This design comes from an exercise in tuning for small area, a short achievable clock period and few clock cycles per item on the open sky130 flow, not from production work.
Function was not checked in any run shown here: the RTL went through the layout flow alone.
Power is estimated from default activity; no workload was simulated.

## design/flow/config.mk

```make
export PLATFORM = sky130hd
export DESIGN_NAME = Complex_Multiplier
export DESIGN_NICKNAME = Complex_Multiplier
export VERILOG_FILES = /design/flow/design.v
export SDC_FILE = /design/flow/constraint.sdc
export NUM_CORES = 4
export LEC_CHECK = 0
export CAP_MARGIN = 20
export CORE_MARGIN = 2
export CORE_UTILIZATION = 60
export CTS_BUF_LIST = sky130_fd_sc_hd__clkbuf_4 sky130_fd_sc_hd__clkbuf_8
export SETUP_SLACK_MARGIN = 1.0
export SLEW_MARGIN = 20
export SYNTH_HIERARCHICAL = 1
```

## design/flow/constraint.sdc

```tcl
create_clock -name core_clock -period 5.0 [get_ports {clk}]
set_input_delay 1.0000 -clock core_clock [delete_from_list [all_inputs] [get_ports {clk}]]
set_output_delay 1.0000 -clock core_clock [all_outputs]
set_load 0.01 [all_outputs]
```

## design/flow/design.v

```verilog
module Complex_Multiplier (
	input clk,
	input rst,
	input signed  [7:0] Re_in_1,
	input signed  [7:0] Im_in_1,
	input signed  [7:0] Re_in_2,
	input signed  [7:0] Im_in_2,
	input signed  [1:0] data_valid_in,
	output signed [15:0] Re_out,
	output signed [15:0] Im_out,
	output signed [1:0] data_valid_out
);
wire cone1, ctwo2, cnz3, cnegn4, cone5, ctwo6, cnz7, cnegn8, cone9, ctwo10, cnz11, cnegn12, cone13, ctwo14, cnz15, cnegn16, done17, dtwo18, dnz19, dnegn20, done21, dtwo22, dnz23, dnegn24, done25, dtwo26, dnz27, dnegn28, done29, dtwo30, dnz31, dnegn32, pp33, pp34, pp35, pp36, pp37, pp38, pp39, pp40, pp41, pp42, pp43, pp44, pp45, pp46, pp47, pp48, pp49, pp50, pp51, pp52, pp53, pp54, pp55, pp56, pp57, pp58, pp59, pp60, pp61, pp62, pp63, pp64, pp65, pp66, pp67, pp68, pp69, pp70, pp71, pp72, pp73, pp74, pp75, pp76, pp77, pp78, pp79, pp80, pp81, pp82, pp83, pp84, pp85, pp86, pp87, pp88, pp89, pp90, pp91, pp92, pp93, pp94, pp95, pp96, pp97, pp98, pp99, pp100, pp101, pp102, pp103, pp104, ci105, ci106, ci107, ci108, res109, rec110, res111, rec112, res113, rec114, res115, rec116, res117, rec118, res119, rec120, res121, rec122, res123, rec124, res125, rec126, res127, rec128, res129, rec130, res131, rec132, res133, rec134, res135, rec136, res137, rec138, res139, rec140, res141, rec142, res143, rec144, res145, rec146, res147, rec148, res149, rec150, res151, rec152, res153, rec154, res155, rec156, res157, rec158, res159, rec160, res161, rec162, res163, rec164, res165, rec166, res167, rec168, res169, rec170, res171, rec172, res173, rec174, res175, rec176, res177, rec178, res179, rec180, res181, rec182, res183, rec184, res185, rec186, res187, rec188, res189, rec190, res191, rec192, res193, rec194, res195, rec196, res197, rec198, res199, rec200, res201, rec202, res203, rec204, res205, rec206, res207, rec208, res209, rec210, res211, rec212, res213, rec214, res215, rec216, res217, rec218, res219, rec220, res221, rec222, res223, rec224, res225, rec226, res227, rec228, res229, rec230, res231, rec232, res233, rec234, res235, rec236, res237, rec238, res239, rec240, res241, rec242, pp243, pp244, pp245, pp246, pp247, pp248, pp249, pp250, pp251, pp252, pp253, pp254, pp255, pp256, pp257, pp258, pp259, pp260, pp261, pp262, pp263, pp264, pp265, pp266, pp267, pp268, pp269, pp270, pp271, pp272, pp273, pp274, pp275, pp276, pp277, pp278, pp279, pp280, pp281, pp282, pp283, pp284, pp285, pp286, pp287, pp288, pp289, pp290, pp291, pp292, pp293, pp294, pp295, pp296, pp297, pp298, pp299, pp300, pp301, pp302, pp303, pp304, pp305, pp306, pp307, pp308, pp309, pp310, pp311, pp312, pp313, pp314, ci315, ci316, ci317, ci318, ims319, imc320, ims321, imc322, ims323, imc324, ims325, imc326, ims327, imc328, ims329, imc330, ims331, imc332, ims333, imc334, ims335, imc336, ims337, imc338, ims339, imc340, ims341, imc342, ims343, imc344, ims345, imc346, ims347, imc348, ims349, imc350, ims351, imc352, ims353, imc354, ims355, imc356, ims357, imc358, ims359, imc360, ims361, imc362, ims363, imc364, ims365, imc366, ims367, imc368, ims369, imc370, ims371, imc372, ims373, imc374, ims375, imc376, ims377, imc378, ims379, imc380, ims381, imc382, ims383, imc384, ims385, imc386, ims387, imc388, ims389, imc390, ims391, imc392, ims393, imc394, ims395, imc396, ims397, imc398, ims399, imc400, ims401, imc402, ims403, imc404, ims405, imc406, ims407, imc408, ims409, imc410, ims411, imc412, ims413, imc414, ims415, imc416, ims417, imc418, ims419, imc420, ims421, imc422, ims423, imc424, ims425, imc426, ims427, imc428, ims429, imc430, ims431, imc432, ims433, imc434, ims435, imc436, ims437, imc438, ims439, imc440, ims441, imc442, ims443, imc444, ims445, imc446, ims447, imc448, ims449, imc450, ims451, imc452, relos453, reloc454, relos455, reloc456, relos457, reloc458, relos459, reloc460, imlos461, imloc462, imlos463, imloc464, imlos465, imloc466, imlos467, imloc468;
cm_benc0 u_cone1 (.y1(Re_in_2[1]), .y0(Re_in_2[0]), .one(cone1), .two(ctwo2), .nz(cnz3));
assign cnegn4 = ~Re_in_2[1];
cm_benc u_cone5 (.y1(Re_in_2[3]), .y0(Re_in_2[2]), .ym(Re_in_2[1]), .one(cone5), .two(ctwo6), .nz(cnz7));
assign cnegn8 = ~Re_in_2[3];
cm_benc u_cone9 (.y1(Re_in_2[5]), .y0(Re_in_2[4]), .ym(Re_in_2[3]), .one(cone9), .two(ctwo10), .nz(cnz11));
assign cnegn12 = ~Re_in_2[5];
cm_benc u_cone13 (.y1(Re_in_2[7]), .y0(Re_in_2[6]), .ym(Re_in_2[5]), .one(cone13), .two(ctwo14), .nz(cnz15));
assign cnegn16 = ~Re_in_2[7];
cm_benc0 u_done17 (.y1(Im_in_2[1]), .y0(Im_in_2[0]), .one(done17), .two(dtwo18), .nz(dnz19));
assign dnegn20 = ~Im_in_2[1];
cm_benc u_done21 (.y1(Im_in_2[3]), .y0(Im_in_2[2]), .ym(Im_in_2[1]), .one(done21), .two(dtwo22), .nz(dnz23));
assign dnegn24 = ~Im_in_2[3];
cm_benc u_done25 (.y1(Im_in_2[5]), .y0(Im_in_2[4]), .ym(Im_in_2[3]), .one(done25), .two(dtwo26), .nz(dnz27));
assign dnegn28 = ~Im_in_2[5];
cm_benc u_done29 (.y1(Im_in_2[7]), .y0(Im_in_2[6]), .ym(Im_in_2[5]), .one(done29), .two(dtwo30), .nz(dnz31));
assign dnegn32 = ~Im_in_2[7];
cm_bsel1 u_pp33 (.e(cone1), .x(Re_in_1[0]), .n(Re_in_2[1]), .p(pp33));
cm_bsel2 u_pp34 (.e1(cone1), .x1(Re_in_1[1]), .e2(ctwo2), .x2(Re_in_1[0]), .n(Re_in_2[1]), .p(pp34));
cm_bsel2 u_pp35 (.e1(cone1), .x1(Re_in_1[2]), .e2(ctwo2), .x2(Re_in_1[1]), .n(Re_in_2[1]), .p(pp35));
cm_bsel2 u_pp36 (.e1(cone1), .x1(Re_in_1[3]), .e2(ctwo2), .x2(Re_in_1[2]), .n(Re_in_2[1]), .p(pp36));
cm_bsel2 u_pp37 (.e1(cone1), .x1(Re_in_1[4]), .e2(ctwo2), .x2(Re_in_1[3]), .n(Re_in_2[1]), .p(pp37));
cm_bsel2 u_pp38 (.e1(cone1), .x1(Re_in_1[5]), .e2(ctwo2), .x2(Re_in_1[4]), .n(Re_in_2[1]), .p(pp38));
cm_bsel2 u_pp39 (.e1(cone1), .x1(Re_in_1[6]), .e2(ctwo2), .x2(Re_in_1[5]), .n(Re_in_2[1]), .p(pp39));
cm_bsel2 u_pp40 (.e1(cone1), .x1(Re_in_1[7]), .e2(ctwo2), .x2(Re_in_1[6]), .n(Re_in_2[1]), .p(pp40));
cm_bsel1 u_pp41 (.e(cnz3), .x(Re_in_1[7]), .n(cnegn4), .p(pp41));
cm_bsel1 u_pp42 (.e(cone5), .x(Re_in_1[0]), .n(Re_in_2[3]), .p(pp42));
cm_bsel2 u_pp43 (.e1(cone5), .x1(Re_in_1[1]), .e2(ctwo6), .x2(Re_in_1[0]), .n(Re_in_2[3]), .p(pp43));
cm_bsel2 u_pp44 (.e1(cone5), .x1(Re_in_1[2]), .e2(ctwo6), .x2(Re_in_1[1]), .n(Re_in_2[3]), .p(pp44));
cm_bsel2 u_pp45 (.e1(cone5), .x1(Re_in_1[3]), .e2(ctwo6), .x2(Re_in_1[2]), .n(Re_in_2[3]), .p(pp45));
cm_bsel2 u_pp46 (.e1(cone5), .x1(Re_in_1[4]), .e2(ctwo6), .x2(Re_in_1[3]), .n(Re_in_2[3]), .p(pp46));
cm_bsel2 u_pp47 (.e1(cone5), .x1(Re_in_1[5]), .e2(ctwo6), .x2(Re_in_1[4]), .n(Re_in_2[3]), .p(pp47));
cm_bsel2 u_pp48 (.e1(cone5), .x1(Re_in_1[6]), .e2(ctwo6), .x2(Re_in_1[5]), .n(Re_in_2[3]), .p(pp48));
cm_bsel2 u_pp49 (.e1(cone5), .x1(Re_in_1[7]), .e2(ctwo6), .x2(Re_in_1[6]), .n(Re_in_2[3]), .p(pp49));
cm_bsel1 u_pp50 (.e(cnz7), .x(Re_in_1[7]), .n(cnegn8), .p(pp50));
cm_bsel1 u_pp51 (.e(cone9), .x(Re_in_1[0]), .n(Re_in_2[5]), .p(pp51));
cm_bsel2 u_pp52 (.e1(cone9), .x1(Re_in_1[1]), .e2(ctwo10), .x2(Re_in_1[0]), .n(Re_in_2[5]), .p(pp52));
cm_bsel2 u_pp53 (.e1(cone9), .x1(Re_in_1[2]), .e2(ctwo10), .x2(Re_in_1[1]), .n(Re_in_2[5]), .p(pp53));
cm_bsel2 u_pp54 (.e1(cone9), .x1(Re_in_1[3]), .e2(ctwo10), .x2(Re_in_1[2]), .n(Re_in_2[5]), .p(pp54));
cm_bsel2 u_pp55 (.e1(cone9), .x1(Re_in_1[4]), .e2(ctwo10), .x2(Re_in_1[3]), .n(Re_in_2[5]), .p(pp55));
cm_bsel2 u_pp56 (.e1(cone9), .x1(Re_in_1[5]), .e2(ctwo10), .x2(Re_in_1[4]), .n(Re_in_2[5]), .p(pp56));
cm_bsel2 u_pp57 (.e1(cone9), .x1(Re_in_1[6]), .e2(ctwo10), .x2(Re_in_1[5]), .n(Re_in_2[5]), .p(pp57));
cm_bsel2 u_pp58 (.e1(cone9), .x1(Re_in_1[7]), .e2(ctwo10), .x2(Re_in_1[6]), .n(Re_in_2[5]), .p(pp58));
cm_bsel1 u_pp59 (.e(cnz11), .x(Re_in_1[7]), .n(cnegn12), .p(pp59));
cm_bsel1 u_pp60 (.e(cone13), .x(Re_in_1[0]), .n(Re_in_2[7]), .p(pp60));
cm_bsel2 u_pp61 (.e1(cone13), .x1(Re_in_1[1]), .e2(ctwo14), .x2(Re_in_1[0]), .n(Re_in_2[7]), .p(pp61));
cm_bsel2 u_pp62 (.e1(cone13), .x1(Re_in_1[2]), .e2(ctwo14), .x2(Re_in_1[1]), .n(Re_in_2[7]), .p(pp62));
cm_bsel2 u_pp63 (.e1(cone13), .x1(Re_in_1[3]), .e2(ctwo14), .x2(Re_in_1[2]), .n(Re_in_2[7]), .p(pp63));
cm_bsel2 u_pp64 (.e1(cone13), .x1(Re_in_1[4]), .e2(ctwo14), .x2(Re_in_1[3]), .n(Re_in_2[7]), .p(pp64));
cm_bsel2 u_pp65 (.e1(cone13), .x1(Re_in_1[5]), .e2(ctwo14), .x2(Re_in_1[4]), .n(Re_in_2[7]), .p(pp65));
cm_bsel2 u_pp66 (.e1(cone13), .x1(Re_in_1[6]), .e2(ctwo14), .x2(Re_in_1[5]), .n(Re_in_2[7]), .p(pp66));
cm_bsel2 u_pp67 (.e1(cone13), .x1(Re_in_1[7]), .e2(ctwo14), .x2(Re_in_1[6]), .n(Re_in_2[7]), .p(pp67));
cm_bsel1 u_pp68 (.e(cnz15), .x(Re_in_1[7]), .n(cnegn16), .p(pp68));
cm_bsel1 u_pp69 (.e(done17), .x(Im_in_1[0]), .n(dnegn20), .p(pp69));
cm_bsel2 u_pp70 (.e1(done17), .x1(Im_in_1[1]), .e2(dtwo18), .x2(Im_in_1[0]), .n(dnegn20), .p(pp70));
cm_bsel2 u_pp71 (.e1(done17), .x1(Im_in_1[2]), .e2(dtwo18), .x2(Im_in_1[1]), .n(dnegn20), .p(pp71));
cm_bsel2 u_pp72 (.e1(done17), .x1(Im_in_1[3]), .e2(dtwo18), .x2(Im_in_1[2]), .n(dnegn20), .p(pp72));
cm_bsel2 u_pp73 (.e1(done17), .x1(Im_in_1[4]), .e2(dtwo18), .x2(Im_in_1[3]), .n(dnegn20), .p(pp73));
cm_bsel2 u_pp74 (.e1(done17), .x1(Im_in_1[5]), .e2(dtwo18), .x2(Im_in_1[4]), .n(dnegn20), .p(pp74));
cm_bsel2 u_pp75 (.e1(done17), .x1(Im_in_1[6]), .e2(dtwo18), .x2(Im_in_1[5]), .n(dnegn20), .p(pp75));
cm_bsel2 u_pp76 (.e1(done17), .x1(Im_in_1[7]), .e2(dtwo18), .x2(Im_in_1[6]), .n(dnegn20), .p(pp76));
cm_bsel1 u_pp77 (.e(dnz19), .x(Im_in_1[7]), .n(Im_in_2[1]), .p(pp77));
cm_bsel1 u_pp78 (.e(done21), .x(Im_in_1[0]), .n(dnegn24), .p(pp78));
cm_bsel2 u_pp79 (.e1(done21), .x1(Im_in_1[1]), .e2(dtwo22), .x2(Im_in_1[0]), .n(dnegn24), .p(pp79));
cm_bsel2 u_pp80 (.e1(done21), .x1(Im_in_1[2]), .e2(dtwo22), .x2(Im_in_1[1]), .n(dnegn24), .p(pp80));
cm_bsel2 u_pp81 (.e1(done21), .x1(Im_in_1[3]), .e2(dtwo22), .x2(Im_in_1[2]), .n(dnegn24), .p(pp81));
cm_bsel2 u_pp82 (.e1(done21), .x1(Im_in_1[4]), .e2(dtwo22), .x2(Im_in_1[3]), .n(dnegn24), .p(pp82));
cm_bsel2 u_pp83 (.e1(done21), .x1(Im_in_1[5]), .e2(dtwo22), .x2(Im_in_1[4]), .n(dnegn24), .p(pp83));
cm_bsel2 u_pp84 (.e1(done21), .x1(Im_in_1[6]), .e2(dtwo22), .x2(Im_in_1[5]), .n(dnegn24), .p(pp84));
cm_bsel2 u_pp85 (.e1(done21), .x1(Im_in_1[7]), .e2(dtwo22), .x2(Im_in_1[6]), .n(dnegn24), .p(pp85));
cm_bsel1 u_pp86 (.e(dnz23), .x(Im_in_1[7]), .n(Im_in_2[3]), .p(pp86));
cm_bsel1 u_pp87 (.e(done25), .x(Im_in_1[0]), .n(dnegn28), .p(pp87));
cm_bsel2 u_pp88 (.e1(done25), .x1(Im_in_1[1]), .e2(dtwo26), .x2(Im_in_1[0]), .n(dnegn28), .p(pp88));
cm_bsel2 u_pp89 (.e1(done25), .x1(Im_in_1[2]), .e2(dtwo26), .x2(Im_in_1[1]), .n(dnegn28), .p(pp89));
cm_bsel2 u_pp90 (.e1(done25), .x1(Im_in_1[3]), .e2(dtwo26), .x2(Im_in_1[2]), .n(dnegn28), .p(pp90));
cm_bsel2 u_pp91 (.e1(done25), .x1(Im_in_1[4]), .e2(dtwo26), .x2(Im_in_1[3]), .n(dnegn28), .p(pp91));
cm_bsel2 u_pp92 (.e1(done25), .x1(Im_in_1[5]), .e2(dtwo26), .x2(Im_in_1[4]), .n(dnegn28), .p(pp92));
cm_bsel2 u_pp93 (.e1(done25), .x1(Im_in_1[6]), .e2(dtwo26), .x2(Im_in_1[5]), .n(dnegn28), .p(pp93));
cm_bsel2 u_pp94 (.e1(done25), .x1(Im_in_1[7]), .e2(dtwo26), .x2(Im_in_1[6]), .n(dnegn28), .p(pp94));
cm_bsel1 u_pp95 (.e(dnz27), .x(Im_in_1[7]), .n(Im_in_2[5]), .p(pp95));
cm_bsel1 u_pp96 (.e(done29), .x(Im_in_1[0]), .n(dnegn32), .p(pp96));
cm_bsel2 u_pp97 (.e1(done29), .x1(Im_in_1[1]), .e2(dtwo30), .x2(Im_in_1[0]), .n(dnegn32), .p(pp97));
cm_bsel2 u_pp98 (.e1(done29), .x1(Im_in_1[2]), .e2(dtwo30), .x2(Im_in_1[1]), .n(dnegn32), .p(pp98));
cm_bsel2 u_pp99 (.e1(done29), .x1(Im_in_1[3]), .e2(dtwo30), .x2(Im_in_1[2]), .n(dnegn32), .p(pp99));
cm_bsel2 u_pp100 (.e1(done29), .x1(Im_in_1[4]), .e2(dtwo30), .x2(Im_in_1[3]), .n(dnegn32), .p(pp100));
cm_bsel2 u_pp101 (.e1(done29), .x1(Im_in_1[5]), .e2(dtwo30), .x2(Im_in_1[4]), .n(dnegn32), .p(pp101));
cm_bsel2 u_pp102 (.e1(done29), .x1(Im_in_1[6]), .e2(dtwo30), .x2(Im_in_1[5]), .n(dnegn32), .p(pp102));
cm_bsel2 u_pp103 (.e1(done29), .x1(Im_in_1[7]), .e2(dtwo30), .x2(Im_in_1[6]), .n(dnegn32), .p(pp103));
cm_bsel1 u_pp104 (.e(dnz31), .x(Im_in_1[7]), .n(Im_in_2[7]), .p(pp104));
assign ci105 = ~pp49;
assign ci106 = ~pp100;
assign ci107 = ~pp102;
assign ci108 = ~pp104;
cm_ha u_res109 (.a(Re_in_2[7]), .b(dnegn32), .s(res109), .co(rec110));
cm_fa u_res111 (.a(Re_in_2[5]), .b(dnegn28), .c(pp37), .s(res111), .co(rec112));
cm_ha u_res113 (.a(pp38), .b(pp45), .s(res113), .co(rec114));
cm_fa u_res115 (.a(res109), .b(pp39), .c(pp46), .s(res115), .co(rec116));
cm_fa u_res117 (.a(pp53), .b(pp60), .c(pp75), .s(res117), .co(rec118));
cm_fa u_res119 (.a(rec110), .b(pp40), .c(pp47), .s(res119), .co(rec120));
cm_fa u_res121 (.a(pp54), .b(pp61), .c(pp76), .s(res121), .co(rec122));
cm_ha u_res123 (.a(pp83), .b(pp90), .s(res123), .co(rec124));
cm_fa u_res125 (.a(pp41), .b(pp48), .c(pp55), .s(res125), .co(rec126));
cm_fa u_res127 (.a(pp62), .b(pp77), .c(pp84), .s(res127), .co(rec128));
cm_ha u_res129 (.a(pp91), .b(pp98), .s(res129), .co(rec130));
cm_fa u_res131 (.a(pp56), .b(pp63), .c(pp85), .s(res131), .co(rec132));
cm_ha u_res133 (.a(pp92), .b(pp99), .s(res133), .co(rec134));
cm_fa u_res135 (.a(pp49), .b(pp50), .c(pp57), .s(res135), .co(rec136));
cm_ha u_res137 (.a(pp64), .b(pp86), .s(res137), .co(rec138));
cm_ha u_res139 (.a(pp100), .b(pp101), .s(res139), .co(rec140));
cm_fa u_res141 (.a(Re_in_2[3]), .b(dnegn24), .c(pp35), .s(res141), .co(rec142));
cm_ha u_res143 (.a(pp36), .b(pp43), .s(res143), .co(rec144));
cm_fa u_res145 (.a(pp44), .b(pp51), .c(pp73), .s(res145), .co(rec146));
cm_ha u_res147 (.a(pp80), .b(pp87), .s(res147), .co(rec148));
cm_fa u_res149 (.a(pp52), .b(pp74), .c(pp81), .s(res149), .co(rec150));
cm_fa u_res151 (.a(pp88), .b(res113), .c(rec112), .s(res151), .co(rec152));
cm_fa u_res153 (.a(pp82), .b(pp89), .c(pp96), .s(res153), .co(rec154));
cm_fa u_res155 (.a(rec114), .b(res115), .c(res117), .s(res155), .co(rec156));
cm_fa u_res157 (.a(pp97), .b(res123), .c(rec116), .s(res157), .co(rec158));
cm_fa u_res159 (.a(rec118), .b(res119), .c(res121), .s(res159), .co(rec160));
cm_fa u_res161 (.a(rec124), .b(res129), .c(rec120), .s(res161), .co(rec162));
cm_fa u_res163 (.a(rec122), .b(res125), .c(res127), .s(res163), .co(rec164));
cm_fa u_res165 (.a(ci105), .b(rec130), .c(res133), .s(res165), .co(rec166));
cm_fa u_res167 (.a(rec126), .b(rec128), .c(res131), .s(res167), .co(rec168));
cm_fa u_res169 (.a(pp93), .b(ci106), .c(rec134), .s(res169), .co(rec170));
cm_fa u_res171 (.a(res137), .b(rec132), .c(res135), .s(res171), .co(rec172));
cm_fa u_res173 (.a(pp58), .b(pp65), .c(pp94), .s(res173), .co(rec174));
cm_fa u_res175 (.a(rec138), .b(res139), .c(rec136), .s(res175), .co(rec176));
cm_fa u_res177 (.a(pp59), .b(pp66), .c(pp95), .s(res177), .co(rec178));
cm_ha u_res179 (.a(ci107), .b(rec140), .s(res179), .co(rec180));
cm_ha u_res181 (.a(pp102), .b(pp103), .s(res181), .co(rec182));
cm_ha u_res183 (.a(Re_in_2[1]), .b(dnegn20), .s(res183), .co(rec184));
cm_ha u_res185 (.a(pp42), .b(pp71), .s(res185), .co(rec186));
cm_fa u_res187 (.a(pp72), .b(pp79), .c(res143), .s(res187), .co(rec188));
cm_fa u_res189 (.a(rec144), .b(res147), .c(res111), .s(res189), .co(rec190));
cm_fa u_res191 (.a(rec148), .b(rec146), .c(res149), .s(res191), .co(rec192));
cm_fa u_res193 (.a(rec150), .b(res153), .c(rec152), .s(res193), .co(rec194));
cm_fa u_res195 (.a(rec154), .b(rec156), .c(res157), .s(res195), .co(rec196));
cm_fa u_res197 (.a(rec158), .b(rec160), .c(res161), .s(res197), .co(rec198));
cm_fa u_res199 (.a(res165), .b(rec162), .c(rec164), .s(res199), .co(rec200));
cm_fa u_res201 (.a(rec166), .b(res169), .c(rec168), .s(res201), .co(rec202));
cm_fa u_res203 (.a(res173), .b(rec170), .c(rec172), .s(res203), .co(rec204));
cm_fa u_res205 (.a(rec174), .b(res179), .c(res177), .s(res205), .co(rec206));
cm_fa u_res207 (.a(pp67), .b(res181), .c(rec180), .s(res207), .co(rec208));
cm_ha u_res209 (.a(pp68), .b(ci108), .s(res209), .co(rec210));
cm_ha u_res211 (.a(res183), .b(pp33), .s(res211), .co(rec212));
cm_fa u_res213 (.a(rec184), .b(pp34), .c(pp70), .s(res213), .co(rec214));
cm_fa u_res215 (.a(pp78), .b(res185), .c(res141), .s(res215), .co(rec216));
cm_fa u_res217 (.a(rec186), .b(rec142), .c(res187), .s(res217), .co(rec218));
cm_fa u_res219 (.a(res145), .b(rec188), .c(res189), .s(res219), .co(rec220));
cm_fa u_res221 (.a(rec190), .b(res151), .c(res191), .s(res221), .co(rec222));
cm_fa u_res223 (.a(rec192), .b(res155), .c(res193), .s(res223), .co(rec224));
cm_fa u_res225 (.a(res159), .b(rec194), .c(res195), .s(res225), .co(rec226));
cm_fa u_res227 (.a(res163), .b(rec196), .c(res197), .s(res227), .co(rec228));
cm_fa u_res229 (.a(res167), .b(rec198), .c(res199), .s(res229), .co(rec230));
cm_fa u_res231 (.a(res171), .b(rec200), .c(res201), .s(res231), .co(rec232));
cm_fa u_res233 (.a(res175), .b(rec202), .c(res203), .s(res233), .co(rec234));
cm_fa u_res235 (.a(rec176), .b(res205), .c(rec204), .s(res235), .co(rec236));
cm_fa u_res237 (.a(rec178), .b(res207), .c(rec206), .s(res237), .co(rec238));
cm_fa u_res239 (.a(rec182), .b(res209), .c(rec208), .s(res239), .co(rec240));
cm_ha u_res241 (.a(pp104), .b(rec210), .s(res241), .co(rec242));
cm_bsel1 u_pp243 (.e(cone1), .x(Im_in_1[0]), .n(Re_in_2[1]), .p(pp243));
cm_bsel2 u_pp244 (.e1(cone1), .x1(Im_in_1[1]), .e2(ctwo2), .x2(Im_in_1[0]), .n(Re_in_2[1]), .p(pp244));
cm_bsel2 u_pp245 (.e1(cone1), .x1(Im_in_1[2]), .e2(ctwo2), .x2(Im_in_1[1]), .n(Re_in_2[1]), .p(pp245));
cm_bsel2 u_pp246 (.e1(cone1), .x1(Im_in_1[3]), .e2(ctwo2), .x2(Im_in_1[2]), .n(Re_in_2[1]), .p(pp246));
cm_bsel2 u_pp247 (.e1(cone1), .x1(Im_in_1[4]), .e2(ctwo2), .x2(Im_in_1[3]), .n(Re_in_2[1]), .p(pp247));
cm_bsel2 u_pp248 (.e1(cone1), .x1(Im_in_1[5]), .e2(ctwo2), .x2(Im_in_1[4]), .n(Re_in_2[1]), .p(pp248));
cm_bsel2 u_pp249 (.e1(cone1), .x1(Im_in_1[6]), .e2(ctwo2), .x2(Im_in_1[5]), .n(Re_in_2[1]), .p(pp249));
cm_bsel2 u_pp250 (.e1(cone1), .x1(Im_in_1[7]), .e2(ctwo2), .x2(Im_in_1[6]), .n(Re_in_2[1]), .p(pp250));
cm_bsel1 u_pp251 (.e(cnz3), .x(Im_in_1[7]), .n(cnegn4), .p(pp251));
cm_bsel1 u_pp252 (.e(cone5), .x(Im_in_1[0]), .n(Re_in_2[3]), .p(pp252));
cm_bsel2 u_pp253 (.e1(cone5), .x1(Im_in_1[1]), .e2(ctwo6), .x2(Im_in_1[0]), .n(Re_in_2[3]), .p(pp253));
cm_bsel2 u_pp254 (.e1(cone5), .x1(Im_in_1[2]), .e2(ctwo6), .x2(Im_in_1[1]), .n(Re_in_2[3]), .p(pp254));
cm_bsel2 u_pp255 (.e1(cone5), .x1(Im_in_1[3]), .e2(ctwo6), .x2(Im_in_1[2]), .n(Re_in_2[3]), .p(pp255));
cm_bsel2 u_pp256 (.e1(cone5), .x1(Im_in_1[4]), .e2(ctwo6), .x2(Im_in_1[3]), .n(Re_in_2[3]), .p(pp256));
cm_bsel2 u_pp257 (.e1(cone5), .x1(Im_in_1[5]), .e2(ctwo6), .x2(Im_in_1[4]), .n(Re_in_2[3]), .p(pp257));
cm_bsel2 u_pp258 (.e1(cone5), .x1(Im_in_1[6]), .e2(ctwo6), .x2(Im_in_1[5]), .n(Re_in_2[3]), .p(pp258));
cm_bsel2 u_pp259 (.e1(cone5), .x1(Im_in_1[7]), .e2(ctwo6), .x2(Im_in_1[6]), .n(Re_in_2[3]), .p(pp259));
cm_bsel1 u_pp260 (.e(cnz7), .x(Im_in_1[7]), .n(cnegn8), .p(pp260));
cm_bsel1 u_pp261 (.e(cone9), .x(Im_in_1[0]), .n(Re_in_2[5]), .p(pp261));
cm_bsel2 u_pp262 (.e1(cone9), .x1(Im_in_1[1]), .e2(ctwo10), .x2(Im_in_1[0]), .n(Re_in_2[5]), .p(pp262));
cm_bsel2 u_pp263 (.e1(cone9), .x1(Im_in_1[2]), .e2(ctwo10), .x2(Im_in_1[1]), .n(Re_in_2[5]), .p(pp263));
cm_bsel2 u_pp264 (.e1(cone9), .x1(Im_in_1[3]), .e2(ctwo10), .x2(Im_in_1[2]), .n(Re_in_2[5]), .p(pp264));
cm_bsel2 u_pp265 (.e1(cone9), .x1(Im_in_1[4]), .e2(ctwo10), .x2(Im_in_1[3]), .n(Re_in_2[5]), .p(pp265));
cm_bsel2 u_pp266 (.e1(cone9), .x1(Im_in_1[5]), .e2(ctwo10), .x2(Im_in_1[4]), .n(Re_in_2[5]), .p(pp266));
cm_bsel2 u_pp267 (.e1(cone9), .x1(Im_in_1[6]), .e2(ctwo10), .x2(Im_in_1[5]), .n(Re_in_2[5]), .p(pp267));
cm_bsel2 u_pp268 (.e1(cone9), .x1(Im_in_1[7]), .e2(ctwo10), .x2(Im_in_1[6]), .n(Re_in_2[5]), .p(pp268));
cm_bsel1 u_pp269 (.e(cnz11), .x(Im_in_1[7]), .n(cnegn12), .p(pp269));
cm_bsel1 u_pp270 (.e(cone13), .x(Im_in_1[0]), .n(Re_in_2[7]), .p(pp270));
cm_bsel2 u_pp271 (.e1(cone13), .x1(Im_in_1[1]), .e2(ctwo14), .x2(Im_in_1[0]), .n(Re_in_2[7]), .p(pp271));
cm_bsel2 u_pp272 (.e1(cone13), .x1(Im_in_1[2]), .e2(ctwo14), .x2(Im_in_1[1]), .n(Re_in_2[7]), .p(pp272));
cm_bsel2 u_pp273 (.e1(cone13), .x1(Im_in_1[3]), .e2(ctwo14), .x2(Im_in_1[2]), .n(Re_in_2[7]), .p(pp273));
cm_bsel2 u_pp274 (.e1(cone13), .x1(Im_in_1[4]), .e2(ctwo14), .x2(Im_in_1[3]), .n(Re_in_2[7]), .p(pp274));
cm_bsel2 u_pp275 (.e1(cone13), .x1(Im_in_1[5]), .e2(ctwo14), .x2(Im_in_1[4]), .n(Re_in_2[7]), .p(pp275));
cm_bsel2 u_pp276 (.e1(cone13), .x1(Im_in_1[6]), .e2(ctwo14), .x2(Im_in_1[5]), .n(Re_in_2[7]), .p(pp276));
cm_bsel2 u_pp277 (.e1(cone13), .x1(Im_in_1[7]), .e2(ctwo14), .x2(Im_in_1[6]), .n(Re_in_2[7]), .p(pp277));
cm_bsel1 u_pp278 (.e(cnz15), .x(Im_in_1[7]), .n(cnegn16), .p(pp278));
cm_bsel1 u_pp279 (.e(done17), .x(Re_in_1[0]), .n(Im_in_2[1]), .p(pp279));
cm_bsel2 u_pp280 (.e1(done17), .x1(Re_in_1[1]), .e2(dtwo18), .x2(Re_in_1[0]), .n(Im_in_2[1]), .p(pp280));
cm_bsel2 u_pp281 (.e1(done17), .x1(Re_in_1[2]), .e2(dtwo18), .x2(Re_in_1[1]), .n(Im_in_2[1]), .p(pp281));
cm_bsel2 u_pp282 (.e1(done17), .x1(Re_in_1[3]), .e2(dtwo18), .x2(Re_in_1[2]), .n(Im_in_2[1]), .p(pp282));
cm_bsel2 u_pp283 (.e1(done17), .x1(Re_in_1[4]), .e2(dtwo18), .x2(Re_in_1[3]), .n(Im_in_2[1]), .p(pp283));
cm_bsel2 u_pp284 (.e1(done17), .x1(Re_in_1[5]), .e2(dtwo18), .x2(Re_in_1[4]), .n(Im_in_2[1]), .p(pp284));
cm_bsel2 u_pp285 (.e1(done17), .x1(Re_in_1[6]), .e2(dtwo18), .x2(Re_in_1[5]), .n(Im_in_2[1]), .p(pp285));
cm_bsel2 u_pp286 (.e1(done17), .x1(Re_in_1[7]), .e2(dtwo18), .x2(Re_in_1[6]), .n(Im_in_2[1]), .p(pp286));
cm_bsel1 u_pp287 (.e(dnz19), .x(Re_in_1[7]), .n(dnegn20), .p(pp287));
cm_bsel1 u_pp288 (.e(done21), .x(Re_in_1[0]), .n(Im_in_2[3]), .p(pp288));
cm_bsel2 u_pp289 (.e1(done21), .x1(Re_in_1[1]), .e2(dtwo22), .x2(Re_in_1[0]), .n(Im_in_2[3]), .p(pp289));
cm_bsel2 u_pp290 (.e1(done21), .x1(Re_in_1[2]), .e2(dtwo22), .x2(Re_in_1[1]), .n(Im_in_2[3]), .p(pp290));
cm_bsel2 u_pp291 (.e1(done21), .x1(Re_in_1[3]), .e2(dtwo22), .x2(Re_in_1[2]), .n(Im_in_2[3]), .p(pp291));
cm_bsel2 u_pp292 (.e1(done21), .x1(Re_in_1[4]), .e2(dtwo22), .x2(Re_in_1[3]), .n(Im_in_2[3]), .p(pp292));
cm_bsel2 u_pp293 (.e1(done21), .x1(Re_in_1[5]), .e2(dtwo22), .x2(Re_in_1[4]), .n(Im_in_2[3]), .p(pp293));
cm_bsel2 u_pp294 (.e1(done21), .x1(Re_in_1[6]), .e2(dtwo22), .x2(Re_in_1[5]), .n(Im_in_2[3]), .p(pp294));
cm_bsel2 u_pp295 (.e1(done21), .x1(Re_in_1[7]), .e2(dtwo22), .x2(Re_in_1[6]), .n(Im_in_2[3]), .p(pp295));
cm_bsel1 u_pp296 (.e(dnz23), .x(Re_in_1[7]), .n(dnegn24), .p(pp296));
cm_bsel1 u_pp297 (.e(done25), .x(Re_in_1[0]), .n(Im_in_2[5]), .p(pp297));
cm_bsel2 u_pp298 (.e1(done25), .x1(Re_in_1[1]), .e2(dtwo26), .x2(Re_in_1[0]), .n(Im_in_2[5]), .p(pp298));
cm_bsel2 u_pp299 (.e1(done25), .x1(Re_in_1[2]), .e2(dtwo26), .x2(Re_in_1[1]), .n(Im_in_2[5]), .p(pp299));
cm_bsel2 u_pp300 (.e1(done25), .x1(Re_in_1[3]), .e2(dtwo26), .x2(Re_in_1[2]), .n(Im_in_2[5]), .p(pp300));
cm_bsel2 u_pp301 (.e1(done25), .x1(Re_in_1[4]), .e2(dtwo26), .x2(Re_in_1[3]), .n(Im_in_2[5]), .p(pp301));
cm_bsel2 u_pp302 (.e1(done25), .x1(Re_in_1[5]), .e2(dtwo26), .x2(Re_in_1[4]), .n(Im_in_2[5]), .p(pp302));
cm_bsel2 u_pp303 (.e1(done25), .x1(Re_in_1[6]), .e2(dtwo26), .x2(Re_in_1[5]), .n(Im_in_2[5]), .p(pp303));
cm_bsel2 u_pp304 (.e1(done25), .x1(Re_in_1[7]), .e2(dtwo26), .x2(Re_in_1[6]), .n(Im_in_2[5]), .p(pp304));
cm_bsel1 u_pp305 (.e(dnz27), .x(Re_in_1[7]), .n(dnegn28), .p(pp305));
cm_bsel1 u_pp306 (.e(done29), .x(Re_in_1[0]), .n(Im_in_2[7]), .p(pp306));
cm_bsel2 u_pp307 (.e1(done29), .x1(Re_in_1[1]), .e2(dtwo30), .x2(Re_in_1[0]), .n(Im_in_2[7]), .p(pp307));
cm_bsel2 u_pp308 (.e1(done29), .x1(Re_in_1[2]), .e2(dtwo30), .x2(Re_in_1[1]), .n(Im_in_2[7]), .p(pp308));
cm_bsel2 u_pp309 (.e1(done29), .x1(Re_in_1[3]), .e2(dtwo30), .x2(Re_in_1[2]), .n(Im_in_2[7]), .p(pp309));
cm_bsel2 u_pp310 (.e1(done29), .x1(Re_in_1[4]), .e2(dtwo30), .x2(Re_in_1[3]), .n(Im_in_2[7]), .p(pp310));
cm_bsel2 u_pp311 (.e1(done29), .x1(Re_in_1[5]), .e2(dtwo30), .x2(Re_in_1[4]), .n(Im_in_2[7]), .p(pp311));
cm_bsel2 u_pp312 (.e1(done29), .x1(Re_in_1[6]), .e2(dtwo30), .x2(Re_in_1[5]), .n(Im_in_2[7]), .p(pp312));
cm_bsel2 u_pp313 (.e1(done29), .x1(Re_in_1[7]), .e2(dtwo30), .x2(Re_in_1[6]), .n(Im_in_2[7]), .p(pp313));
cm_bsel1 u_pp314 (.e(dnz31), .x(Re_in_1[7]), .n(dnegn32), .p(pp314));
assign ci315 = ~pp259;
assign ci316 = ~pp259;
assign ci317 = ~pp269;
assign ci318 = ~pp278;
cm_ha u_ims319 (.a(Im_in_2[7]), .b(Re_in_2[7]), .s(ims319), .co(imc320));
cm_fa u_ims321 (.a(Im_in_2[5]), .b(Re_in_2[5]), .c(pp247), .s(ims321), .co(imc322));
cm_ha u_ims323 (.a(pp248), .b(pp255), .s(ims323), .co(imc324));
cm_fa u_ims325 (.a(ims319), .b(pp249), .c(pp256), .s(ims325), .co(imc326));
cm_fa u_ims327 (.a(pp263), .b(pp270), .c(pp285), .s(ims327), .co(imc328));
cm_fa u_ims329 (.a(imc320), .b(pp250), .c(pp257), .s(ims329), .co(imc330));
cm_fa u_ims331 (.a(pp264), .b(pp271), .c(pp286), .s(ims331), .co(imc332));
cm_ha u_ims333 (.a(pp293), .b(pp300), .s(ims333), .co(imc334));
cm_fa u_ims335 (.a(pp251), .b(pp258), .c(pp265), .s(ims335), .co(imc336));
cm_fa u_ims337 (.a(pp272), .b(pp287), .c(pp294), .s(ims337), .co(imc338));
cm_ha u_ims339 (.a(pp301), .b(pp308), .s(ims339), .co(imc340));
cm_fa u_ims341 (.a(pp266), .b(pp273), .c(pp295), .s(ims341), .co(imc342));
cm_ha u_ims343 (.a(pp302), .b(pp309), .s(ims343), .co(imc344));
cm_fa u_ims345 (.a(pp260), .b(pp267), .c(pp274), .s(ims345), .co(imc346));
cm_ha u_ims347 (.a(pp296), .b(pp303), .s(ims347), .co(imc348));
cm_ha u_ims349 (.a(pp259), .b(pp268), .s(ims349), .co(imc350));
cm_fa u_ims351 (.a(Im_in_2[3]), .b(Re_in_2[3]), .c(pp245), .s(ims351), .co(imc352));
cm_ha u_ims353 (.a(pp246), .b(pp253), .s(ims353), .co(imc354));
cm_fa u_ims355 (.a(pp254), .b(pp261), .c(pp283), .s(ims355), .co(imc356));
cm_ha u_ims357 (.a(pp290), .b(pp297), .s(ims357), .co(imc358));
cm_fa u_ims359 (.a(pp262), .b(pp284), .c(pp291), .s(ims359), .co(imc360));
cm_fa u_ims361 (.a(pp298), .b(ims323), .c(imc322), .s(ims361), .co(imc362));
cm_fa u_ims363 (.a(pp292), .b(pp299), .c(pp306), .s(ims363), .co(imc364));
cm_fa u_ims365 (.a(imc324), .b(ims325), .c(ims327), .s(ims365), .co(imc366));
cm_fa u_ims367 (.a(pp307), .b(ims333), .c(imc326), .s(ims367), .co(imc368));
cm_fa u_ims369 (.a(imc328), .b(ims329), .c(ims331), .s(ims369), .co(imc370));
cm_fa u_ims371 (.a(imc334), .b(ims339), .c(imc330), .s(ims371), .co(imc372));
cm_fa u_ims373 (.a(imc332), .b(ims335), .c(ims337), .s(ims373), .co(imc374));
cm_fa u_ims375 (.a(ci315), .b(imc340), .c(ims343), .s(ims375), .co(imc376));
cm_fa u_ims377 (.a(imc336), .b(imc338), .c(ims341), .s(ims377), .co(imc378));
cm_fa u_ims379 (.a(pp310), .b(ci316), .c(imc344), .s(ims379), .co(imc380));
cm_fa u_ims381 (.a(ims347), .b(imc342), .c(ims345), .s(ims381), .co(imc382));
cm_fa u_ims383 (.a(pp275), .b(pp304), .c(pp311), .s(ims383), .co(imc384));
cm_fa u_ims385 (.a(imc348), .b(ims349), .c(imc346), .s(ims385), .co(imc386));
cm_fa u_ims387 (.a(pp276), .b(pp305), .c(pp312), .s(ims387), .co(imc388));
cm_ha u_ims389 (.a(ci317), .b(imc350), .s(ims389), .co(imc390));
cm_ha u_ims391 (.a(pp269), .b(pp277), .s(ims391), .co(imc392));
cm_ha u_ims393 (.a(Im_in_2[1]), .b(Re_in_2[1]), .s(ims393), .co(imc394));
cm_ha u_ims395 (.a(pp252), .b(pp281), .s(ims395), .co(imc396));
cm_fa u_ims397 (.a(pp282), .b(pp289), .c(ims353), .s(ims397), .co(imc398));
cm_fa u_ims399 (.a(imc354), .b(ims357), .c(ims321), .s(ims399), .co(imc400));
cm_fa u_ims401 (.a(imc358), .b(imc356), .c(ims359), .s(ims401), .co(imc402));
cm_fa u_ims403 (.a(imc360), .b(ims363), .c(imc362), .s(ims403), .co(imc404));
cm_fa u_ims405 (.a(imc364), .b(imc366), .c(ims367), .s(ims405), .co(imc406));
cm_fa u_ims407 (.a(imc368), .b(imc370), .c(ims371), .s(ims407), .co(imc408));
cm_fa u_ims409 (.a(ims375), .b(imc372), .c(imc374), .s(ims409), .co(imc410));
cm_fa u_ims411 (.a(imc376), .b(ims379), .c(imc378), .s(ims411), .co(imc412));
cm_fa u_ims413 (.a(ims383), .b(imc380), .c(imc382), .s(ims413), .co(imc414));
cm_fa u_ims415 (.a(imc384), .b(ims389), .c(ims387), .s(ims415), .co(imc416));
cm_fa u_ims417 (.a(pp313), .b(ims391), .c(imc390), .s(ims417), .co(imc418));
cm_ha u_ims419 (.a(pp314), .b(ci318), .s(ims419), .co(imc420));
cm_ha u_ims421 (.a(ims393), .b(pp243), .s(ims421), .co(imc422));
cm_fa u_ims423 (.a(imc394), .b(pp244), .c(pp280), .s(ims423), .co(imc424));
cm_fa u_ims425 (.a(pp288), .b(ims395), .c(ims351), .s(ims425), .co(imc426));
cm_fa u_ims427 (.a(imc396), .b(imc352), .c(ims397), .s(ims427), .co(imc428));
cm_fa u_ims429 (.a(ims355), .b(imc398), .c(ims399), .s(ims429), .co(imc430));
cm_fa u_ims431 (.a(imc400), .b(ims361), .c(ims401), .s(ims431), .co(imc432));
cm_fa u_ims433 (.a(imc402), .b(ims365), .c(ims403), .s(ims433), .co(imc434));
cm_fa u_ims435 (.a(ims369), .b(imc404), .c(ims405), .s(ims435), .co(imc436));
cm_fa u_ims437 (.a(ims373), .b(imc406), .c(ims407), .s(ims437), .co(imc438));
cm_fa u_ims439 (.a(ims377), .b(imc408), .c(ims409), .s(ims439), .co(imc440));
cm_fa u_ims441 (.a(ims381), .b(imc410), .c(ims411), .s(ims441), .co(imc442));
cm_fa u_ims443 (.a(ims385), .b(imc412), .c(ims413), .s(ims443), .co(imc444));
cm_fa u_ims445 (.a(imc386), .b(ims415), .c(imc414), .s(ims445), .co(imc446));
cm_fa u_ims447 (.a(imc388), .b(ims417), .c(imc416), .s(ims447), .co(imc448));
cm_fa u_ims449 (.a(imc392), .b(ims419), .c(imc418), .s(ims449), .co(imc450));
cm_ha u_ims451 (.a(pp278), .b(imc420), .s(ims451), .co(imc452));
cm_ha u_relos453 (.a(pp69), .b(res211), .s(relos453), .co(reloc454));
cm_fa u_relos455 (.a(rec212), .b(res213), .c(reloc454), .s(relos455), .co(reloc456));
cm_fa u_relos457 (.a(rec214), .b(res215), .c(reloc456), .s(relos457), .co(reloc458));
cm_fa u_relos459 (.a(rec216), .b(res217), .c(reloc458), .s(relos459), .co(reloc460));
cm_ha u_imlos461 (.a(pp279), .b(ims421), .s(imlos461), .co(imloc462));
cm_fa u_imlos463 (.a(imc422), .b(ims423), .c(imloc462), .s(imlos463), .co(imloc464));
cm_fa u_imlos465 (.a(imc424), .b(ims425), .c(imloc464), .s(imlos465), .co(imloc466));
cm_fa u_imlos467 (.a(imc426), .b(ims427), .c(imloc466), .s(imlos467), .co(imloc468));
reg vld_q;
always @(posedge clk) vld_q <= ~rst & (|data_valid_in);
assign data_valid_out = {1'b0, vld_q};
wire [15:0] re_r0 = {res241, res239, res237, rec234, rec232, rec230, rec228, rec226, rec224, rec222, rec220, rec218, rec216, rec214, rec212, pp69};
wire [15:0] re_r1 = {rec240, rec238, rec236, res235, res233, res231, res229, res227, res225, res223, res221, res219, res217, res215, res213, res211};
reg [3:0] re_lo_q;
always @(posedge clk) re_lo_q <= {relos459, relos457, relos455, relos453};
reg re_q0_4;
always @(posedge clk) re_q0_4 <= rec218;
reg re_q0_5;
always @(posedge clk) re_q0_5 <= rec220;
reg re_q0_6;
always @(posedge clk) re_q0_6 <= rec222;
reg re_q0_7;
always @(posedge clk) re_q0_7 <= rec224;
reg re_q0_8;
always @(posedge clk) re_q0_8 <= rec226;
reg re_q0_9;
always @(posedge clk) re_q0_9 <= rec228;
reg re_q0_10;
always @(posedge clk) re_q0_10 <= rec230;
reg re_q0_11;
always @(posedge clk) re_q0_11 <= rec232;
reg re_q0_12;
always @(posedge clk) re_q0_12 <= rec234;
reg re_q0_13;
always @(posedge clk) re_q0_13 <= res237;
reg re_q0_14;
always @(posedge clk) re_q0_14 <= res239;
reg re_q0_15;
always @(posedge clk) re_q0_15 <= res241;
reg re_q1_4;
always @(posedge clk) re_q1_4 <= res219;
reg re_q1_5;
always @(posedge clk) re_q1_5 <= res221;
reg re_q1_6;
always @(posedge clk) re_q1_6 <= res223;
reg re_q1_7;
always @(posedge clk) re_q1_7 <= res225;
reg re_q1_8;
always @(posedge clk) re_q1_8 <= res227;
reg re_q1_9;
always @(posedge clk) re_q1_9 <= res229;
reg re_q1_10;
always @(posedge clk) re_q1_10 <= res231;
reg re_q1_11;
always @(posedge clk) re_q1_11 <= res233;
reg re_q1_12;
always @(posedge clk) re_q1_12 <= res235;
reg re_q1_13;
always @(posedge clk) re_q1_13 <= rec236;
reg re_q1_14;
always @(posedge clk) re_q1_14 <= rec238;
reg re_q1_15;
always @(posedge clk) re_q1_15 <= rec240;
reg re_cy_q;
always @(posedge clk) re_cy_q <= reloc460;
assign Re_out = {{re_q0_15, re_q0_14, re_q0_13, re_q0_12, re_q0_11, re_q0_10, re_q0_9, re_q0_8, re_q0_7, re_q0_6, re_q0_5, re_q0_4} + {re_q1_15, re_q1_14, re_q1_13, re_q1_12, re_q1_11, re_q1_10, re_q1_9, re_q1_8, re_q1_7, re_q1_6, re_q1_5, re_q1_4} + re_cy_q, re_lo_q};
wire [15:0] im_r0 = {ims451, ims449, ims447, imc444, imc442, imc440, imc438, imc436, imc434, imc432, imc430, imc428, imc426, imc424, imc422, pp279};
wire [15:0] im_r1 = {imc450, imc448, imc446, ims445, ims443, ims441, ims439, ims437, ims435, ims433, ims431, ims429, ims427, ims425, ims423, ims421};
reg [3:0] im_lo_q;
always @(posedge clk) im_lo_q <= {imlos467, imlos465, imlos463, imlos461};
reg im_q0_4;
always @(posedge clk) im_q0_4 <= imc428;
reg im_q0_5;
always @(posedge clk) im_q0_5 <= imc430;
reg im_q0_6;
always @(posedge clk) im_q0_6 <= imc432;
reg im_q0_7;
always @(posedge clk) im_q0_7 <= imc434;
reg im_q0_8;
always @(posedge clk) im_q0_8 <= imc436;
reg im_q0_9;
always @(posedge clk) im_q0_9 <= imc438;
reg im_q0_10;
always @(posedge clk) im_q0_10 <= imc440;
reg im_q0_11;
always @(posedge clk) im_q0_11 <= imc442;
reg im_q0_12;
always @(posedge clk) im_q0_12 <= imc444;
reg im_q0_13;
always @(posedge clk) im_q0_13 <= ims447;
reg im_q0_14;
always @(posedge clk) im_q0_14 <= ims449;
reg im_q0_15;
always @(posedge clk) im_q0_15 <= ims451;
reg im_q1_4;
always @(posedge clk) im_q1_4 <= ims429;
reg im_q1_5;
always @(posedge clk) im_q1_5 <= ims431;
reg im_q1_6;
always @(posedge clk) im_q1_6 <= ims433;
reg im_q1_7;
always @(posedge clk) im_q1_7 <= ims435;
reg im_q1_8;
always @(posedge clk) im_q1_8 <= ims437;
reg im_q1_9;
always @(posedge clk) im_q1_9 <= ims439;
reg im_q1_10;
always @(posedge clk) im_q1_10 <= ims441;
reg im_q1_11;
always @(posedge clk) im_q1_11 <= ims443;
reg im_q1_12;
always @(posedge clk) im_q1_12 <= ims445;
reg im_q1_13;
always @(posedge clk) im_q1_13 <= imc446;
reg im_q1_14;
always @(posedge clk) im_q1_14 <= imc448;
reg im_q1_15;
always @(posedge clk) im_q1_15 <= imc450;
reg im_cy_q;
always @(posedge clk) im_cy_q <= imloc468;
assign Im_out = {{im_q0_15, im_q0_14, im_q0_13, im_q0_12, im_q0_11, im_q0_10, im_q0_9, im_q0_8, im_q0_7, im_q0_6, im_q0_5, im_q0_4} + {im_q1_15, im_q1_14, im_q1_13, im_q1_12, im_q1_11, im_q1_10, im_q1_9, im_q1_8, im_q1_7, im_q1_6, im_q1_5, im_q1_4} + im_cy_q, im_lo_q};
endmodule
module cm_fa (input a, input b, input c, output s, output co);
  assign s = a ^ b ^ c;
  assign co = (a & b) | (a & c) | (b & c);
endmodule
module cm_bsel1 (input e, input x, input n, output p);
  assign p = (e & x) ^ n;
endmodule
module cm_bsel2 (input e1, input x1, input e2, input x2, input n, output p);
  assign p = ((e1 & x1) | (e2 & x2)) ^ n;
endmodule
module cm_benc (input y1, input y0, input ym, output one, output two, output nz);
  assign one = y0 ^ ym;
  assign two = (y1 & ~y0 & ~ym) | (~y1 & y0 & ym);
  assign nz = ~(y1 & y0 & ym) & (y1 | y0 | ym);
endmodule
module cm_benc0 (input y1, input y0, output one, output two, output nz);
  assign one = y0;
  assign two = y1 & ~y0;
  assign nz = y1 | y0;
endmodule
module cm_ao21 (input a, input b, input c, output y);
  assign y = (a & b) | c;
endmodule
module cm_and2 (input a, input b, output y);
  assign y = a & b;
endmodule
module cm_xor2 (input a, input b, output y);
  assign y = a ^ b;
endmodule
module cm_ha (input a, input b, output s, output co);
  assign s = a ^ b;
  assign co = a & b;
endmodule
```

## design/flow/flow/run.sh

```bash
#!/bin/bash
# The standard ORFS flow (standard.sh) with two changes:
#  - port buffers are sky130_fd_sc_hd__buf_2 cells instead of the default
#    delay buffers;
#  - before floorplanning, combinational cells start at drive strength 1
#    (flow/downsize.tcl); the flow's repair steps upsize where needed.
# Each tool's log stays under orfs/logs/; make's own output goes to run_make.log.
set -euo pipefail
here=$(pwd)
bash standard.sh \
  "BUFFER_PORTS_ARGS=-buffer_cell sky130_fd_sc_hd__buf_2" \
  "PRE_FLOORPLAN_TCL=$here/flow/downsize.tcl" \
  finish > run_make.log 2>&1
```

## design/flow/flow/downsize.tcl

```tcl
# PRE_FLOORPLAN hook: start every combinational cell of the synthesized netlist
# at drive strength 1; the flow's own repair steps upsize cells where timing
# or slew needs it. Flip-flops keep the cell synthesis gave them.
set n_down 0
foreach inst [get_cells *] {
  set ref [get_property $inst ref_name]
  if { [regexp {^(sky130_fd_sc_hd__[a-z0-9]+)_([0-9]+)$} $ref -> base size] } {
    if { $size <= 1 || [string match "*__df*" $base] || [string match "*__conb*" $base] } {
      continue
    }
    set cand [get_lib_cells -quiet */${base}_1]
    if { [llength $cand] > 0 } {
      replace_cell $inst [lindex $cand 0]
      incr n_down
    }
  }
}
puts "downsize.tcl: $n_down cells set to drive strength 1"
```

## design/flow/standard.sh

```bash
#!/bin/bash
# synth_recipe.tcl (not shown) runs the flow's synth.tcl, then flattens the netlist and writes it again
# the make line also repeats each setting of config.mk as NAME=value (left out here)
make -C /OpenROAD-flow-scripts/flow DESIGN_CONFIG=/design/flow/config.mk WORK_HOME=/design/flow/orfs CLKGATE_MAP_FILE= SYNTH_SCRIPT=/design/flow/synth_recipe.tcl "${@:-finish}"
```

==> impl_metrics.json, run 1 <==
{
  "io_buffers": 68,
  "p_per_area_mw_per_mm2": 567.4,
  "hold_buffers": 0,
  "rsz0062_at_grt": "no",
  "grt_pass1_vias": 5690,
  "hold_viol": 0,
  "wl_per_cell_um": 19.14,
  "die_h_um": 114.3,
  "grt_pass1_wl_um": 29100,
  "antenna_found_initial": 0,
  "worst-slew-pin-transition_ns": 0.7275,
  "cp_common_cell": "fa_1",
  "initial_utilization": 0.6100,
  "nets": 975,
  "final_max_slew_viol_count": 0,
  "worstPathCellList": "buf_2 -> nand2b_1 -> o21ai_2 -> a22oi_1 -> xnor2_1 -> ha_1 -> fa_1 -> fa_1 -> fa_1",
  "die_x_um": 114.3,
  "finalCriticalPeriod_ns": 3.887,
  "vias_per_cell": 6.130,
  "nFillCells": 1017,
  "cts_root_buffer": "clkbuf_8",
  "die_area_mm2": 0.01306,
  "synth_warnings": 7,
  "max-cap-violations": 0,
  "cp.arrival_ns": 4.12,
  "hp-class": "primary input to flop",
  "tns_ns": 0,
  "drive_gt1_frac": 0.1416,
  "antennaDiodeCount": 0,
  "rows": 40,
  "post-route-period-util": 0.7774,
  "drc": 0,
  "largestRegisters": "im_lo_q x4, re_lo_q x4",
  "wirelength_um": 17680,
  "netlist_instances": 677,
  "gp_congestion": 0.9262,
  "core_area_mm2": 0.01196,
  "clk_pin_slew_ns": 0.07,
  "cpMaxStageDelayCell": "o21ai_2",
  "worst_setup_path_start_kind": "primary input",
  "end_kind": "flop",
  "cts_tree": "yes",
  "dr.pass1.iters": 5,
  "track_usage": 0.2897,
  "syn_nets": 879,
  "dp_cells": 909,
  "critPathMaxFanout": 14,
  "max-clock-path-buffers": 2,
  "io_pins": 70,
  "path_class": "primary input to flop",
  "post_cts_buffers": 0,
  "grt-ovfl-total": 0,
  "grt_max_degree": 27,
  "cts_buffers": 9,
  "dpl.hpwl_um": 12980,
  "outcome": "no timing/DRC/antenna violations",
  "slew_headroom": 0.5149,
  "cts.htree.levels": 3,
  "fmax_mhz": 257.3,
  "hold_ws_ns": 0.7890,
  "drt_iter0_markers": 479,
  "vdd.ir_drop.worst_mv": 0.6175,
  "final_antenna_net_count": 0,
  "finalSetupViolations": 0,
  "p_leak_uw": 0.003353,
  "final_cell_count_no_fill": 924,
  "worstPathRequired_ns": 5.24,
  "vias": 5664,
  "max_stage_delay_ns": 0.57,
  "clock-sinks": 59
}
[worst max-delay path, delay by kind of cell]
family,cells,cell delay (ns)
adder cells (fa/ha/maj),4,1.79
XOR/XNOR,1,0.18
AND/OR/NAND/NOR,1,0.18
AO/OA/AOI/OAI,2,0.75
buffers and inverters,1,0.19
[through the flow]
| stage | power (µW) | utilization | cell area (µm²) | setup WS, ns |
|---|---|---|---|---|
| 2_1_floorplan | 3243 | - | 7297 | 1.037 |
| 3_3_place_gp | 4144 | 0.6664 | 7971 | 0.4421 |
| 3_5_place_dp | 4272 | 0.6664 | 7971 | 0.3839 |
| 4_1_cts | 4718 | 0.6825 | 8164 | 1.007 |
| 5_1_grt | 5190 | 0.6848 | 8192 | 1.012 |
| 6_report | 4648 | 0.6848 | 8192 | 1.113 |
[cell usage in the layout (no fill, tap or decap), types with 3 or more instances in the layout]
cell type  instances
a21o_1             6
a21oi_1            8
a22oi_1          112
a31oi_1            6
and3_1             8
buf_2             66
buf_4             22
clkbuf_8           9
clkinv_2           4
dfxtp_1           59
fa_1             112
ha_1              54
inv_1             25
nand2_1           36
nand2b_1           6
nand3_1            4
nand3b_1           6
nor2_1            14
nor2b_1            6
nor3_1             6
o21ai_0            6
o21ai_1            3
or2_1              4
xnor2_1          157
xor2_1            12
[where the power goes]
part	switching, µW	internal [µW]
logic	1820	1580
clock network	196	223
registers	75.7	755
[final timing paths]
check                       from  depth (start not counted)       to
worst max-delay path  Im_in_2[3]                          9  im_q1_9
worst min-delay path         rst                          2    vld_q
[cell type report]
cell class	count	area, µm²	share of cell area
clock buffers	9	123.9	0.01512
clock inverters	6	57.56	0.007026
inverters	25	93.84	0.01146
multi-input cells	587	6026	0.7356
flip-flops and latches	59	1181	0.1442
well taps	147	183.9	0.02245
repair buffers	91	525.5	0.06415
[what timing repair did]
item | 4_1_cts | 5_1_grt
pin swaps | 0 | 1
setup endpoints to repair | 24 | 23
resized for setup | 3 | 7
[per-layer routing]
metal	track usage	wire [µm]	vias up
met5	0	0	-
met4	0.07805	238	0
met3	0.06035	1696	20
met2	0.4464	8204	290
met1	0.4182	7543	2780
li1	-	-	2574
==> run 2: changes to the inputs <==
--- a/design/flow/config.mk
+++ b/design/flow/config.mk
@@ -7,8 +7,8 @@
 export LEC_CHECK = 0
 export CAP_MARGIN = 20
 export CORE_MARGIN = 2
-export CORE_UTILIZATION = 60
+export CORE_UTILIZATION = 75
 export CTS_BUF_LIST = sky130_fd_sc_hd__clkbuf_4 sky130_fd_sc_hd__clkbuf_8
-export SETUP_SLACK_MARGIN = 1.0
+export SETUP_SLACK_MARGIN = 1.2
 export SLEW_MARGIN = 20
 export SYNTH_HIERARCHICAL = 1
==> run 2 against run 1 <==
Non-clock buffer count up 22. Largest cell class unchanged. Critical path depth rose by 2. Worst setup slack got worse by 0.012 ns. Sequential cell count is the same. Critical endpoint is now re_q1_7. Final cell count grew 0.65%. Hold slack better by 0.016 ns. Sequential share of layout area down 0.79 points. Core utilization grew 24 points. Combinational power up 14%. Clock power increased by 42%.
==> impl_metrics.json, run 2 <==
{
  "gp_congestion": 0.9452,
  "p_leak_uw": 0.003575,
  "nets": 998,
  "die_h_um": 102.6,
  "dp_cells": 889,
  "antenna_found_initial": 0,
  "finalPower_uw": 5310,
  "vdd.ir_drop.worst_mv": 0.6015,
  "vias": 6848,
  "outcome": "no timing/DRC/antenna violations",
  "tns_ns": 0,
  "drive_gt1_frac": 0.1898,
  "post-route-period-util": 0.7797,
  "wl_per_cell_um": 26.48,
  "syn_nets": 879,
  "clk_pin_slew_ns": 0.08,
  "cts_buffers": 9,
  "max-clock-path-buffers": 2,
  "netlist_instances": 677,
  "endpoint": "re_q1_7",
  "vias_per_cell": 7.363,
  "grt-ovfl-total": 0,
  "die_x_um": 102.6,
  "max-cap-violations": 0,
  "cts_tree": "yes",
  "clock-sinks": 59,
  "finalCriticalPeriod_ns": 3.899,
  "largestRegisters": "im_lo_q x4, re_lo_q x4",
  "die_area_mm2": 0.01053,
  "drt_iter0_markers": 1061,
  "hold_buffers": 0,
  "grt_max_degree": 21,
  "final_cell_count_no_fill": 930,
  "cts_root_buffer": "clkbuf_8",
  "rsz0062_at_grt": "yes",
  "initial_utilization": 0.7823,
  "worst-slew-pin-transition_ns": 0.7712,
  "grt_pass1_vias": 6761,
  "hp-class": "primary input to flop",
  "layout_common_cells": "xnor2_1 (154), fa_1 (110), a22oi_1 (110)",
  "wirelength_um": 24620,
  "hold_viol": 0,
  "grt_pass1_wl_um": 33550,
  "worst_setup_path_start_kind": "primary input",
  "finalSetupViolations": 0,
  "synth_warnings": 7,
  "track_usage": 0.4231,
  "end_kind": "flop",
  "slew_headroom": 0.4853,
  "mostFrequentLayoutCell": "xnor2_1",
  "cts.htree.levels": 3,
  "antennaDiodeCount": 0,
  "startpoint": "Re_in_2[3]",
  "cp.arrival_ns": 4.13,
  "io_pins": 70,
  "drc": 0,
  "dpl.hpwl_um": 14300,
  "path_class": "primary input to flop",
  "final_max_slew_viol_count": 0,
  "core_area_mm2": 0.009328,
  "critPathMaxFanout": 13,
  "fmax_mhz": 256.5,
  "rows": 35,
  "worstPathRequired_ns": 5.23,
  "final_antenna_net_count": 0,
  "io_buffers": 68,
  "dr.pass1.iters": 7,
  "p_per_area_mw_per_mm2": 612.5
}
run 2: layout make-up:
type	instances	area [µm²]
Clock buffer	12	165.2
Clock inverter	4	95.09
Fill cell	316	658.1
Inverter	25	93.84
Multi-Input combinational cell	588	6198
Sequential cell	59	1181
Tap cell	129	161.4
Timing Repair Buffer	113	774.5
run 2: how the worst min path moves through the flow:
stage / startpoint / endpoint / slack (ns) / depth (start not counted)
finish: rst / vld_q / 0.80 / 2
global placement: rst / vld_q / 1.16 / 2
detailed placement: rst / vld_q / 1.17 / 2
CTS: rst / vld_q / 0.80 / 2
global route: rst / vld_q / 0.80 / 2
floorplan: rst / vld_q / 1.07 / 1
run 2: layer usage:
layer / up-vias / share of wire / track usage
met5: - / 0 / 0
met4: 0 / 0.083 / 0.2687
met3: 263 / 0.14 / 0.08407
met2: 774 / 0.46 / 0.6868
met1: 3186 / 0.32 / 0.5188
li1: 2625 / - / -
run 2: through the flow:
step | worst slack, ns | instance area [µm²] | util | hold slack (ns)
3_3_place_gp | 0.5526 | 8000 | 0.8577 | 1.156
2_1_floorplan | 1.206 | 7363 | - | 1.072
5_1_grt | 1.051 | 8670 | 0.9294 | 0.8009
4_1_cts | 1.209 | 8384 | 0.8989 | 0.8012
6_report | 1.102 | 8670 | 0.9294 | 0.8048
3_5_place_dp | 0.3037 | 8000 | 0.8577 | 1.173
run 2: critical path, cell delays in order:
cell	delay, ns
buf_16	0.14
buf_12	0.15
nand3b_1	0.20
buf_4	0.18
o21ai_4	0.10
a22oi_1	0.17
xnor2_1	0.30
fa_1	0.49
fa_1	0.46
fa_1	0.54
fa_1	0.40
run 2: repair_timing:
item / 4_1_cts / 5_1_grt
setup endpoints to repair: 30 / 23
cloned: 0 / 1
pin swaps: 3 / 15
resized for setup: 14 / 21
setup buffers: 5 / 19
run 2: where the power goes:
group	switching, µW	internal, µW
Sequential	87.6	755
Combinational	2170	1700
Clock	225	372

## re-timing with driven ports
The flow's constraints put no driver on any port. The routed layouts listed below were extracted and timed again, unchanged, in two steps.
Step 1: set_driving_cell puts a clkbuf_16 on clk and a buf_2 on each other input, an assumption about the parent block.
Step 2 adds t to the input delays and takes it off the output delays; t is the mean of the earliest and latest rising clock arrival at the registers after step 1. Input paths then give back, and output paths get back, about the clock's delay inside the block.
a / b / c = ideal ports / drivers / drivers and shift; a / b = the first two.
run	t, ns	slack for setup (ns)	pins driven straight from the clock port
run 1	0.389	1.113 / 1.127 / 0.738	1
run 2	0.381	1.102 / 1.056 / 0.676	1
After both steps every run listed still meets setup and hold. For run 2, which loses most, drivers alone change the setup slack by -0.046 ns; drivers and shift together by -0.426 ns.
